Context: an optimization exercise on an open-source flow, tuned for small area, a short achievable clock period and few clock cycles per item. The choices shown serve that exercise and are no tape-out recipe.
Only simulation tests tie the RTL to the original design; equivalence was not proved.
Power is estimated from default activity; no workload was simulated.

oak:
// ControlPID
module ControlPID(dataf_oo,y_k_i,clk_i,dataf_i,reset,coeff_1,coeff_2,coeff_3, ref_i, servo_o
    );
Size: roughly 2900 cells after synthesis, roughly 49 flip-flops, roughly 76 I/O pins, roughly 15000 µm² of cells after synthesis.
==> module ControlPID, before the edit <==
module ControlPID(dataf_oo,y_k_i,clk_i,dataf_i,reset,coeff_1,coeff_2,coeff_3, ref_i, servo_o
    );
	 parameter WIDTH=12;
	 input wire clk_i;
	 input wire reset;
	 input wire dataf_i;
	 output wire dataf_oo;
	 output wire signed [WIDTH-1:0] servo_o;
	 input wire [WIDTH-1:0] y_k_i;
	 input signed [WIDTH-1:0] ref_i;
	 input wire signed [WIDTH-1:0] coeff_1;
	 input wire signed [WIDTH-1:0] coeff_2;
	 input wire signed [WIDTH-1:0] coeff_3;
	 function [11:0] ssub(input [11:0] a, input [11:0] b);
		reg [11:0] d;
		begin
			d = a - b;
			if (!a[11] && b[11] && d[11])       ssub = 12'h7FF;
			else if (a[11] && !b[11] && !d[11]) ssub = 12'hFFF;
			else                                ssub = d;
		end
	 endfunction
	 function [11:0] sadd(input [11:0] a, input [11:0] b);
		reg [11:0] s;
		begin
			s = a + b;
			if (!a[11] && !b[11] && s[11])      sadd = 12'h7FF;
			else if (a[11] && b[11] && !s[11])  sadd = 12'hFFF;
			else                                sadd = s;
		end
	 endfunction
	 reg [WIDTH-1:0] Regy_k_1, Reg_I_1, Reg_p, Reg_d;
	 reg s2;
	 wire [WIDTH-1:0] p_w, m_w, d_w;
	 smul_booth mul_p(.a(y_k_i), .b(coeff_2), .q(p_w));
	 smul_booth mul_m(.a(ssub(ref_i, y_k_i)), .b(coeff_3), .q(m_w));
	 smul_booth mul_d(.a(ssub(y_k_i, Regy_k_1)), .b(coeff_1), .q(d_w));
	 always @(posedge clk_i, posedge reset)
		if (reset) begin
			s2        <= 1'b0;
			Regy_k_1  <= 12'b0;
			Reg_I_1   <= 12'b0;
			Reg_p     <= 12'b0;
			Reg_d     <= 12'b0;
		end else begin
			s2 <= dataf_i;
			if (dataf_i) begin
				Reg_I_1   <= sadd(m_w, Reg_I_1);
				Regy_k_1  <= y_k_i;
				Reg_p     <= p_w;
				Reg_d     <= d_w;
			end
		end
	 assign dataf_oo = s2;
	 wire [12:0] x_w = {Reg_I_1[11], Reg_I_1} - {Reg_p[11], Reg_p};
	 wire [13:0] w_w = {{2{Reg_I_1[11]}}, Reg_I_1} - {{2{Reg_p[11]}}, Reg_p} - {{2{Reg_d[11]}}, Reg_d};
	 wire x_hi = ~x_w[12] &  x_w[11];
	 wire x_lo =  x_w[12] & ~x_w[11];
	 wire w_hi = ~w_w[13] & (w_w[12] | w_w[11]);
	 wire w_lo =  w_w[13] & ~(w_w[12] & w_w[11]);
	 wire [11:0] u_n = w_hi ? 12'h7FF : w_lo ? 12'hFFF : w_w[11:0];
	 assign servo_o  = x_hi ? (Reg_d[11] ? 12'h7FF : Reg_d ^ 12'h7FF) :
	                   x_lo ? ~Reg_d : u_n;
endmodule
==> flow/config.mk <==
export PLATFORM = sky130hd
export DESIGN_NAME = ControlPID
export DESIGN_NICKNAME = ControlPID
export VERILOG_FILES = /design/flow/design.v
export SDC_FILE = /design/flow/constraint.sdc
export NUM_CORES = 4
export LEC_CHECK = 0
export ABC_AREA = 1
export CAP_MARGIN = 20
export CORE_MARGIN = 2
export CORE_UTILIZATION = 40
export SLEW_MARGIN = 20
==> flow/constraint.sdc <==
create_clock -name core_clock -period 12.0 [get_ports {clk_i}]
set_input_delay 2.4000 -clock core_clock [delete_from_list [all_inputs] [get_ports {clk_i}]]
set_output_delay 2.4000 -clock core_clock [all_outputs]
set_load 0.01 [all_outputs]
standard.sh (not shown) runs the stock make flow with config.mk's settings and CLKGATE_MAP_FILE= SYNTH_SCRIPT=/design/flow/synth_recipe.tcl, a recipe that flattens the netlist after the stock synthesis.
==> flow/flow/run.sh <==
#!/bin/bash
# Standard layout with two changes:
#  - synthesis leaves adders to ABC (ADDER_MAP_FILE empty: no full/half-adder
#    cell extraction), so ABC maps the whole datapath itself;
#  - the port buffers are buf_2 cells instead of the default choice.
set -euo pipefail
bash standard.sh ADDER_MAP_FILE= "BUFFER_PORTS_ARGS=-buffer_cell sky130_fd_sc_hd__buf_2" finish > standard_flow.log 2>&1
Testbench counts of oak, summed over its fixed seeds: cycles 4,800, items 2,400.
--- input diff oak..pine ---
diff --git a/flow/design.v b/flow/design.v
--- a/flow/design.v
+++ b/flow/design.v
@@ -50,21 +50,13 @@
 				Regy_k_1  <= y_k_i;
 				Reg_p     <= p_w;
 				Reg_d     <= d_w;
 			end
 		end
 	 assign dataf_oo = s2;
-	 wire [12:0] x_w = {Reg_I_1[11], Reg_I_1} - {Reg_p[11], Reg_p};
-	 wire [13:0] w_w = {{2{Reg_I_1[11]}}, Reg_I_1} - {{2{Reg_p[11]}}, Reg_p} - {{2{Reg_d[11]}}, Reg_d};
-	 wire x_hi = ~x_w[12] &  x_w[11];
-	 wire x_lo =  x_w[12] & ~x_w[11];
-	 wire w_hi = ~w_w[13] & (w_w[12] | w_w[11]);
-	 wire w_lo =  w_w[13] & ~(w_w[12] & w_w[11]);
-	 wire [11:0] u_n = w_hi ? 12'h7FF : w_lo ? 12'hFFF : w_w[11:0];
-	 assign servo_o  = x_hi ? (Reg_d[11] ? 12'h7FF : Reg_d ^ 12'h7FF) :
-	                   x_lo ? ~Reg_d : u_n;
+	 assign servo_o  = ssub(ssub(Reg_I_1, Reg_p), Reg_d);
 endmodule
 module smul_booth(input [11:0] a, input [11:0] b, output [11:0] q);
   wire one0 = b[0] ^ 1'b0;
   wire two0 = (b[1] & ~b[0] & ~1'b0) | (~b[1] & b[0] & 1'b0);
   wire neg0 = b[1];
   wire r0_0 = ((one0 & a[0]) | (two0 & 1'b0)) ^ neg0;
[summary]
pine finished every step from synthesis to the final layout, and the layout passed the timing, design-rule and antenna checks.
Diff pine and oak: part of the cycle the worst path needs lower in oak
pine vs oak: core utilization up in pine
Simple-gate area share of the yosys netlist (pine over oak): increase, 2.1 points
pine against oak: proportion of power drawn by combinational gates lost 0.5 points, number of pins with negative max-slew slack in the final report neither gained nor lost much, part of the power in the clock network picked up an extra 0.5 points, number of sinks driven by the clock tree neither gained nor lost much, sum of routed wire segments on met1 lost 1500 µm.
Testbench counts of pine, summed over its fixed seeds: cycles 4,800, items 2,400.

afterwards: timing with drivers on the ports:
The results above use ideal ports. As a check the final layouts listed here were re-extracted and re-timed, cells and wires unchanged. Step 1 assumes that a clkbuf_16 drives the clock port and a buf_2 every other input. Step 2 adds t to the input delays and takes it off the output delays; t is the mean of the earliest and latest rising clock arrival at the registers after step 1. Input paths then give back, and output paths get back, about the clock's delay inside the block. Slacks: ideal ports / drivers / drivers and shift; pairs: ideal ports / drivers.
| run | t, ns | setup WS [ns] | latest minus earliest clock arrival (ns) | worst register clock-pin slew, ns | worst slew at a driven data input, ns |
|---|---|---|---|---|---|
| oak | 0.348 | 4.159 / 4.184 / 3.836 | 0.020 / 0.020 | 0.08 / 0.08 | 0.06 |
| pine | 0.351 | 3.757 / 3.714 / 3.988 | 0.014 / 0.014 | 0.08 / 0.08 | 0.06 |
After both steps setup and hold are still met in every run listed. For oak, which loses most, drivers alone change the setup slack by +0.025 ns; drivers and shift together by -0.323 ns.
